Background: an optimization exercise with open tools, aiming at small area, a short achievable clock period and few clock cycles per item. Do not read the settings as production practice. Only simulation tests tie the RTL to the original design; equivalence was not proved. The flow treats the clock pin as an ideal source, which a real chip does not have. No activity file was given, so power comes from the tool's default toggle rates.

==> flow/design.v, too long to show whole: its modules and the start of the top module <==
// module Convolution: 2121 lines
// module fa: 6 lines
// module wsel: 7 lines
// module cpa: 24 lines
module Convolution(clk, rst_n, in_valid, weight_valid,
  In_IFM_1, In_IFM_2, In_IFM_3, In_IFM_4, In_IFM_5, In_IFM_6, In_IFM_7, In_IFM_8, In_IFM_9,
  In_Weight_1, In_Weight_2, In_Weight_3, In_Weight_4, In_Weight_5, In_Weight_6, In_Weight_7, In_Weight_8, In_Weight_9,
  out_valid, Out_OFM);
  // ...
==> flow/flow/run.sh <==
#!/bin/bash
# Own flow: the standard ORFS flow (standard synthesis, same steps and scripts), with
#  - port buffers of a plain small buffer cell (every input and output port still gets one),
#  - a tighter setup-slack target for the resizer's timing repair (flow/margin.txt),
#  - optionally (flow/post_cts.tcl) a step after clock-tree synthesis that sizes down cells
#    that are faster than needed, keeping the same setup-slack target.
# Each tool's full output goes to flow_orfs.log in this folder; ORFS's per-step logs stay
# under orfs/logs/.
set -euo pipefail
MARGIN=$(cat flow/margin.txt 2>/dev/null || echo 5.0)
export BUFFER_PORTS_ARGS="-buffer_cell sky130_fd_sc_hd__buf_1"
if [[ -f flow/post_cts.tcl ]]; then
  export POST_CTS_TCL=$PWD/flow/post_cts.tcl
fi
export OWN_MARGIN=$MARGIN
bash standard.sh SETUP_SLACK_MARGIN=$MARGIN finish > flow_orfs.log 2>&1
==> flow/flow/margin.txt <==
5.2
==> flow/flow/post_cts.tcl <==
# After clock-tree synthesis and its timing repair: size down cells on paths with more
# setup slack than the target, then legalise the placement again.
estimate_parasitics -placement
repair_timing -recover_power 100 -setup_margin $::env(OWN_MARGIN) -verbose
detailed_placement
check_placement -verbose
==> flow/standard.sh <==
#!/bin/bash
# synth_recipe.tcl (not shown) runs the flow's synth.tcl, then flattens the netlist and writes it again
# the make line also repeats each setting of config.mk as NAME=value (left out here)
make -C /OpenROAD-flow-scripts/flow DESIGN_CONFIG=/design/flow/config.mk WORK_HOME=/design/flow/orfs CLKGATE_MAP_FILE= SYNTH_SCRIPT=/design/flow/synth_recipe.tcl "${@:-finish}"
==> flow/config.mk <==
export PLATFORM = sky130hd
export DESIGN_NAME = Convolution
export DESIGN_NICKNAME = Convolution
export VERILOG_FILES = /design/flow/design.v
export SDC_FILE = /design/flow/constraint.sdc
export NUM_CORES = 8
export LEC_CHECK = 0
export ABC_CLOCK_PERIOD_IN_PS = 2000
export CAP_MARGIN = 20
export CORE_MARGIN = 2
export CORE_UTILIZATION = 60
export CTS_CLUSTER_DIAMETER = 100
export CTS_CLUSTER_SIZE = 20
export PLACE_DENSITY = 0.7
export SLEW_MARGIN = 20
export SYNTH_HIERARCHICAL = 1
==> flow/constraint.sdc <==
create_clock -name core_clock -period 8.0 [get_ports {clk}]
set_input_delay 1.6000 -clock core_clock [delete_from_list [all_inputs] [get_ports {clk}]]
set_output_delay 1.6000 -clock core_clock [all_outputs]
set_load 0.01 [all_outputs]
==> reports/metrics.csv, run 1 <==
stage;metric;value;unit
run_status;status;complete, no violations;
yosys;synth_area_leader_cell;fa_1;
clock_tree;cts_sinks;342;
pwr;power.internal;5.720;mW
final_layout;nFillCells;3027;
final_layout;drive_gt1_share;11.53;%
pwr;irDropWorstVdd;0.3470;mV
setup_path;cp-start-kind;flop;
pwr;p_seq_share;29.5;%
die;core_area;0.03865;mm²
final_layout;clkbuf_count;24;
setup_path;cp.arrival;3.22;ns
sta;fin_crit;2.778;ns
yosys;ys_ff_latch;342;
global_route;use_met2;50.95;%
routing;routed_wl;57660;µm
sta;fin_worst_skew;0.03444;ns
routing;highest_layer;met4;
die;die_w;201.9;µm
routing;drt_iter0_drc;1113;
sta;hold_violations;0;
pwr;p_clk;1.08;mW
final_layout;seq_area;0.007112;mm²
pwr;seq-power;2.93;mW
yosys;synth-edff-count;0;
yosys;synth-simple-area-share;9.527;%
global_route;grt_overflow;0;
final_layout;fin_area;0.02375;mm²
routing;via_per_inst;5.617;
placement;dp_hpwl;48340;µm
pwr;leakage;8.319;nW
Testbench counts, summed over its fixed seeds: cycles 824, items 800.
==> run 2, diff against run 1 <==
--- a/flow/design.v
+++ b/flow/design.v
@@ -2109,50 +2109,183 @@
   k2_1259 <= c1214;
   k2_1260 <= c1216;
   k2_1261 <= c1218;
   k2_1262 <= c1226;
 end
 wire [12:0] fa_a = {1'b1,c1284,s1283,k2_1259,k2_1256,s1279,s1277,s1275,s1273,s1271,s1269,s1267,c1264};
 wire [12:0] fa_b = {1'b1,1'b1,c1282,s1281,c1280,c1278,c1276,c1274,c1272,c1270,c1268,c1266,s1265};
 wire [12:0] hi;
-cpa #(.N(13), .LV(4)) u_cpa(.a(fa_a), .b(fa_b), .s(hi));
+wire cg0, cp0;
+skm_g u_cg0(.a(fa_a[0]), .b(fa_b[0]), .y(cg0));
+skm_x u_cp0(.a(fa_a[0]), .b(fa_b[0]), .y(cp0));
+wire cg1, cp1;
+skm_g u_cg1(.a(fa_a[1]), .b(fa_b[1]), .y(cg1));
+skm_x u_cp1(.a(fa_a[1]), .b(fa_b[1]), .y(cp1));
+wire cg2, cp2;
+skm_g u_cg2(.a(fa_a[2]), .b(fa_b[2]), .y(cg2));
+skm_x u_cp2(.a(fa_a[2]), .b(fa_b[2]), .y(cp2));
+wire cg3, cp3;
+skm_g u_cg3(.a(fa_a[3]), .b(fa_b[3]), .y(cg3));
+skm_x u_cp3(.a(fa_a[3]), .b(fa_b[3]), .y(cp3));
+wire cg4, cp4;
+skm_g u_cg4(.a(fa_a[4]), .b(fa_b[4]), .y(cg4));
+skm_x u_cp4(.a(fa_a[4]), .b(fa_b[4]), .y(cp4));
+wire cg5, cp5;
+skm_g u_cg5(.a(fa_a[5]), .b(fa_b[5]), .y(cg5));
+skm_x u_cp5(.a(fa_a[5]), .b(fa_b[5]), .y(cp5));
+wire cg6, cp6;
+skm_g u_cg6(.a(fa_a[6]), .b(fa_b[6]), .y(cg6));
+skm_x u_cp6(.a(fa_a[6]), .b(fa_b[6]), .y(cp6));
+wire cg7, cp7;
+skm_g u_cg7(.a(fa_a[7]), .b(fa_b[7]), .y(cg7));
+skm_x u_cp7(.a(fa_a[7]), .b(fa_b[7]), .y(cp7));
+wire cg8, cp8;
+skm_g u_cg8(.a(fa_a[8]), .b(fa_b[8]), .y(cg8));
+skm_x u_cp8(.a(fa_a[8]), .b(fa_b[8]), .y(cp8));
+wire cg9, cp9;
+skm_g u_cg9(.a(fa_a[9]), .b(fa_b[9]), .y(cg9));
+skm_x u_cp9(.a(fa_a[9]), .b(fa_b[9]), .y(cp9));
+wire cg10, cp10;
+skm_g u_cg10(.a(fa_a[10]), .b(fa_b[10]), .y(cg10));
+skm_x u_cp10(.a(fa_a[10]), .b(fa_b[10]), .y(cp10));
+wire cg11, cp11;
+skm_g u_cg11(.a(fa_a[11]), .b(fa_b[11]), .y(cg11));
+skm_x u_cp11(.a(fa_a[11]), .b(fa_b[11]), .y(cp11));
+wire cg12, cp12;
+skm_g u_cg12(.a(fa_a[12]), .b(fa_b[12]), .y(cg12));
+skm_x u_cp12(.a(fa_a[12]), .b(fa_b[12]), .y(cp12));
+wire pg0_1, pp0_1;
+skm_o11110 u_pg0_1(.gi(cg1), .pi(cp1), .gj(cg0), .pj(cp0), .go(pg0_1), .po(pp0_1));
+wire pg0_3, pp0_3;
+skm_o11110 u_pg0_3(.gi(cg3), .pi(cp3), .gj(cg2), .pj(cp2), .go(pg0_3), .po(pp0_3));
+wire pg0_5, pp0_5;
+skm_o11110 u_pg0_5(.gi(cg5), .pi(cp5), .gj(cg4), .pj(cp4), .go(pg0_5), .po(pp0_5));
+wire pg0_7, pp0_7;
+skm_o11110 u_pg0_7(.gi(cg7), .pi(cp7), .gj(cg6), .pj(cp6), .go(pg0_7), .po(pp0_7));
+wire pg0_9, pp0_9;
+skm_o11110 u_pg0_9(.gi(cg9), .pi(cp9), .gj(cg8), .pj(cp8), .go(pg0_9), .po(pp0_9));
+wire pg0_11, pp0_11;
+skm_o11110 u_pg0_11(.gi(cg11), .pi(cp11), .gj(cg10), .pj(cp10), .go(pg0_11), .po(pp0_11));
+wire pg1_2, pp1_2;
+skm_o11090 u_pg1_2(.gi(cg2), .pi(cp2), .gj(pg0_1), .pj(pg0_1), .go(pg1_2), .po(pp1_2));
+wire pg1_3, pp1_3;
+skm_o00001 u_pg1_3(.gi(pg0_3), .pi(pp0_3), .gj(pg0_1), .pj(pp0_1), .go(pg1_3), .po(pp1_3));
+wire pg1_6, pp1_6;
+skm_o11000 u_pg1_6(.gi(cg6), .pi(cp6), .gj(pg0_5), .pj(pp0_5), .go(pg1_6), .po(pp1_6));
+wire pg1_7, pp1_7;
+skm_o00001 u_pg1_7(.gi(pg0_7), .pi(pp0_7), .gj(pg0_5), .pj(pp0_5), .go(pg1_7), .po(pp1_7));
+wire pg1_10, pp1_10;
+skm_o11000 u_pg1_10(.gi(cg10), .pi(cp10), .gj(pg0_9), .pj(pp0_9), .go(pg1_10), .po(pp1_10));
+wire pg1_11, pp1_11;
+skm_o00001 u_pg1_11(.gi(pg0_11), .pi(pp0_11), .gj(pg0_9), .pj(pp0_9), .go(pg1_11), .po(pp1_11));
+wire pg2_4, pp2_4;
+skm_o11190 u_pg2_4(.gi(cg4), .pi(cp4), .gj(pg1_3), .pj(pg1_3), .go(pg2_4), .po(pp2_4));
+wire pg2_5, pp2_5;
+skm_o00191 u_pg2_5(.gi(pg0_5), .pi(pp0_5), .gj(pg1_3), .pj(pg1_3), .go(pg2_5), .po(pp2_5));
+wire pg2_6, pp2_6;
+skm_o00191 u_pg2_6(.gi(pg1_6), .pi(pp1_6), .gj(pg1_3), .pj(pg1_3), .go(pg2_6), .po(pp2_6));
+wire pg2_7, pp2_7;
+skm_o11110 u_pg2_7(.gi(pg1_7), .pi(pp1_7), .gj(pg1_3), .pj(pp1_3), .go(pg2_7), .po(pp2_7));
+wire pg2_12, pp2_12;
+skm_o11110 u_pg2_12(.gi(cg12), .pi(cp12), .gj(pg1_11), .pj(pp1_11), .go(pg2_12), .po(pp2_12));
+wire pg3_8, pp3_8;
+skm_o11090 u_pg3_8(.gi(cg8), .pi(cp8), .gj(pg2_7), .pj(pg2_7), .go(pg3_8), .po(pp3_8));
+wire pg3_9, pp3_9;
+skm_o00091 u_pg3_9(.gi(pg0_9), .pi(pp0_9), .gj(pg2_7), .pj(pg2_7), .go(pg3_9), .po(pp3_9));
+wire pg3_10, pp3_10;
+skm_o00091 u_pg3_10(.gi(pg1_10), .pi(pp1_10), .gj(pg2_7), .pj(pg2_7), .go(pg3_10), .po(pp3_10));
+wire pg3_11, pp3_11;
+skm_o11090 u_pg3_11(.gi(pg1_11), .pi(pp1_11), .gj(pg2_7), .pj(pg2_7), .go(pg3_11), .po(pp3_11));
+wire pg3_12, pp3_12;
+skm_o00091 u_pg3_12(.gi(pg2_12), .pi(pp2_12), .gj(pg2_7), .pj(pg2_7), .go(pg3_12), .po(pp3_12));
+assign hi[0] = cp0;
+skm_s1 u_sum1(.p(cp1), .c(cg0), .s(hi[1]));
+skm_s0 u_sum2(.p(cp2), .c(pg0_1), .s(hi[2]));
+skm_s0 u_sum3(.p(cp3), .c(pg1_2), .s(hi[3]));
+skm_s1 u_sum4(.p(cp4), .c(pg1_3), .s(hi[4]));
+skm_s0 u_sum5(.p(cp5), .c(pg2_4), .s(hi[5]));
+skm_s1 u_sum6(.p(cp6), .c(pg2_5), .s(hi[6]));
+skm_s1 u_sum7(.p(cp7), .c(pg2_6), .s(hi[7]));
+skm_s0 u_sum8(.p(cp8), .c(pg2_7), .s(hi[8]));
+skm_s0 u_sum9(.p(cp9), .c(pg3_8), .s(hi[9]));
+skm_s1 u_sum10(.p(cp10), .c(pg3_9), .s(hi[10]));
+skm_s1 u_sum11(.p(cp11), .c(pg3_10), .s(hi[11]));
+skm_s0 u_sum12(.p(cp12), .c(pg3_11), .s(hi[12]));
 reg [19:0] ofm;
 always @(posedge clk) ofm <= {hi, ~{s1263,k2_1232,k2_1231,k2_1230,k2_1229,k2_1228,k2_1227}};
 assign Out_OFM = {1'd0, ofm};
 endmodule
 module fa(a, b, c, s, co);
 input a, b, c;
 output s, co;
 assign s = a ^ b ^ c;
 assign co = (a & b) | (a & c) | (b & c);
 endmodule
+module skm_g(a, b, y);
+input a, b;
+output y;
+assign y = ~(a | b);
+endmodule
+module skm_x(a, b, y);
+input a, b;
+output y;
+assign y = a ^ b;
+endmodule
+module skm_o00001(gi, pi, gj, pj, go, po);
+input gi, pi, gj, pj;
+output go, po;
+assign go = (~gi | (~pi & ~gj));
+assign po = (~pi & ~pj);
+endmodule
+module skm_o00091(gi, pi, gj, pj, go, po);
+input gi, pi, gj, pj;
+output go, po;
+assign go = (~gi | (~pi & ~gj));
+assign po = 1'b0;
+endmodule
+module skm_o00191(gi, pi, gj, pj, go, po);
+input gi, pi, gj, pj;
+output go, po;
+assign go = (~gi | (~pi & gj));
+assign po = 1'b0;
+endmodule
+module skm_o11000(gi, pi, gj, pj, go, po);
+input gi, pi, gj, pj;
+output go, po;
+assign go = ~(gi | (pi & ~gj));
+assign po = ~(pi & ~pj);
+endmodule
+module skm_o11090(gi, pi, gj, pj, go, po);
+input gi, pi, gj, pj;
+output go, po;
+assign go = ~(gi | (pi & ~gj));
+assign po = 1'b0;
+endmodule
+module skm_o11110(gi, pi, gj, pj, go, po);
+input gi, pi, gj, pj;
+output go, po;
+assign go = ~(gi | (pi & gj));
+assign po = ~(pi & pj);
+endmodule
+module skm_o11190(gi, pi, gj, pj, go, po);
+input gi, pi, gj, pj;
+output go, po;
+assign go = ~(gi | (pi & gj));
+assign po = 1'b0;
+endmodule
+module skm_s0(p, c, s);
+input p, c;
+output s;
+assign s = ~(p ^ c);
+endmodule
+module skm_s1(p, c, s);
+input p, c;
+output s;
+assign s = p ^ c;
+endmodule
 module wsel(s, a, b, y);
 parameter N = 8;
 input s;
 input [N-1:0] a, b;
 output [N-1:0] y;
 assign y = s ? a : b;
 endmodule
-module cpa(a, b, s);
-parameter N = 16;
-parameter LV = 4;   
-input [N-1:0] a, b;
-output [N-1:0] s;
-wire [(LV+1)*N-1:0] g, p;
-assign g[N-1:0] = {a[N-1:1] & b[N-1:1], a[0] | b[0]};   
-assign p[N-1:0] = a ^ b;
-genvar l, i;
-generate
-  for (l = 0; l < LV; l = l + 1) begin : lvl
-    for (i = 0; i < N; i = i + 1) begin : bt
-      if ((i >> l) % 2 == 1) begin : op
-        assign g[(l+1)*N+i] = g[l*N+i] | (p[l*N+i] & g[l*N+((i>>l)<<l)-1]);
-        assign p[(l+1)*N+i] = p[l*N+i] & p[l*N+((i>>l)<<l)-1];
-      end else begin : pass
-        assign g[(l+1)*N+i] = g[l*N+i];
-        assign p[(l+1)*N+i] = p[l*N+i];
-      end
-    end
-  end
-endgenerate
-assign s = ~(p[N-1:0] ^ {g[LV*N+N-2:LV*N], 1'b1});
-endmodule
==> run 2 against run 1 <==
  * Count of clock-buffer cells in the layout down 1
  * Still clean
  * Combinational power fell by 1%
  * Critical endpoint unchanged
  * Critical path depth unchanged
  * Highest routed layer unchanged
==> reports/metrics.csv, run 2 <==
stage;metric;value;unit;change
pwr;irDropWorstVdd;0.3303;mV;-4.8%
run_status;status;complete, no violations;;
placement;dpl_cell_area;0.02309;mm²;
setup_path;crit_path_end_kind;flop;;
setup_path;slowest_stage;fa_1;;
die;io-pin-count;170;;
global_route;grt_overflow;0;;unchanged
global_route;track_usage;30.81;%;
routing;vias;13168;;
final_layout;mostFrequentLayoutCell;nand2_1;;
placement;dp_hpwl;49040;µm;+1.5%
placement;dp_slack;4.591;ns;
setup_path;worst-path-buf-inv;0;;
final_layout;antennaDiodeCount;0;;
setup_path;cp.arrival;3.20;ns;-0.02 ns
global_route;antenna_found_initial;0;;
setup_path;critPathRequiredTime;8.43;ns;
clock_tree;clock_latency;0.56;ns;
yosys;syn_inst;1781;;
die;fp-row-count;72;;
sta;worst_slack;5.229;ns;
final_layout;nFillCells;3043;;+0.53%
clock_tree;cts_tree;built;;
worst_hold_path;hp-class;flop to flop;;
setup_path;max_stage_delay;0.53;ns;
sta;hold_violations;0;;unchanged
sta;worstMarginPinSlew;0.5453;ns;
die;start_util;60.77;%;
routing;final_antenna_net_count;0;;
clock_tree;cts.clk_slew.worst_paths;0.09;ns;
sta;maxSlewViolCount;0;;
yosys;yosys_warnings;7;;
die;fp.dieArea;0.04075;mm²;
global_route;grt_pass1_vias;14934;;
sta;fin_tns_setup;0;ns;
sta;period_share;34.64;%;
routing;via_per_inst;5.596;;-0.37%
sta;fmax;360.9;MHz;
routing;drc;0;;
setup_path;crit_chain;fa_2 -> fa_1 -> fa_1 -> fa_1 -> fa_1;;
routing;first_pass_iters;5;;
sta;slew-limit-headroom;63.65;%;
final_layout;drive_gt1_share;11.44;%;-0.088 points
final_layout;final_cell_mix;574 x nand2_1, 540 x fa_1, 196 x dfxtp_1, 167 x buf_1, 118 x dfxtp_2;;
pwr;powerDensity;415.4;mW/mm²;
setup_path;crit_path_frequent_cell;fa_1;;
setup_path;critPathKind;flop to flop;;
global_route;grt_start_max_net_pins;43;;
setup_path;cp-start-kind;flop;;
sta;setup_viol;0;;
final_layout;fin_area;0.02368;mm²;-0.29%
die;core_area;0.03865;mm²;unchanged
sta;fin_worst_skew;0.02142;ns;-0.01302 ns
sta;fin_crit;2.771;ns;-0.006970 ns
placement;gp_congestion;0.9505;;
routing;wire_per_inst;24.80;µm;
die;die_y;201.9;µm;
pwr;leakage;8.256;nW;-0.76%
yosys;syn_avg_cell_area;13.19;µm²;
final_layout;area_growth;0.8365;%;
final_layout;nets;2535;;
routing;drt_iter0_drc;1100;;-1.2%
setup_path;cp_top_family;adder cells;;
setup_path;critPathMaxFanout;1;;
die;die_w;201.9;µm;about the same
final_layout;regMostFlops;ofm;;
clock_tree;cts_sinks;342;;unchanged
sta;rsz0062_at_grt;true;;
job;maxCapViolCount;0;;
final_layout;largest_register_ffs;20;;
yosys;syn_area;0.02349;mm²;
routing;routed_wl;58360;µm;+1.2%
global_route;grt_pass1_wl;91490;µm;
placement;portBuffers;168;;
## run 2: worst register-to-register path: cells and delay by family, from the launching register on
family | cells | cell delay [ns]
flip-flops | 1 | 0.35
adder cells (fa/ha/maj) | 5 | 2.28
## run 2: cell type report
cell class	count	area (µm²)	share of cell area, %
clock inverter	3	32.53	0.1374
sequential	342	7104	30.00
clock buffer	23	533.0	2.251
tap	518	648.1	2.737
inverter	14	52.55	0.2219
multi-input combinational	1283	14640	61.83
timing repair buffer	170	670.6	2.832
## run 2: per-stage QoR
step / cells / util, % / hold slack, ns / power (mW)
after global placement: 2326 / 59.75 / 0.3192 / 8.605
after floorplan: 1793 / - / 0.3096 / 6.906
after global routing: 2353 / 61.28 / 0.3481 / 10.87
after detailed placement: 2326 / 59.75 / 0.3184 / 8.884
final: 2353 / 61.28 / 0.3338 / 9.838
## run 2: where the power goes
group	internal, mW	switching, mW	total (mW)
clock network	0.480	0.593	1.07
logic	2.70	3.15	5.85
registers	2.46	0.451	2.91
## run 2: metal layers
metal	vias up	wire [µm]	track usage (%)
met2	802	27470	48.74
li1	5380	-	-
met4	0	3750	16.83
met5	-	0	0
met3	140	5119	3.934
met1	6846	22020	42.11
## run 2: worst paths after layout
check                                     from                to  slack (ns)  depth (start not counted)
worst max register to register  k1_916$_DFF_P_   k2_1238$_DFF_P_        5.23                          5
worst min-delay path            k1_879$_DFF_P_   k2_1227$_DFF_P_        0.33                          0
worst min register to register  k1_879$_DFF_P_   k2_1227$_DFF_P_        0.33                          0
max in group asynchronous                rst_n  vld[3]$_DFF_PN0_        6.97                          1
min in group asynchronous                rst_n  vld[2]$_DFF_PN0_        0.86                          1
worst max-delay path            k1_916$_DFF_P_   k2_1238$_DFF_P_        5.23                          5
Testbench counts of run 2, summed over its fixed seeds: cycles 824, items 800.

-- what the ideal ports hide --
No port has a modelled driver above. Below, the same layouts with a new extraction and two added sets of constraints.
Step 1 assumes that a clkbuf_16 drives the clock port and a buf_2 every other input.
Step 2 moves the port delays by t, midway between the first and last clock arrival at a register: inputs arrive t later, outputs are due t later. That takes back most of the time a late clock gives input paths.
a / b / c = ideal ports / drivers / drivers and shift; a / b = the first two.
run	t (ns)	slack for setup (ns)	clock arrival spread, ns
run 1	0.607	5.222 / 5.222 / 4.793	0.037 / 0.037
run 2	0.607	5.229 / 5.229 / 5.105	0.024 / 0.024
After both steps setup and hold are still met in every run listed. For run 1, which loses most, drivers alone change the setup slack by 0.000 ns; drivers and shift together by -0.429 ns.
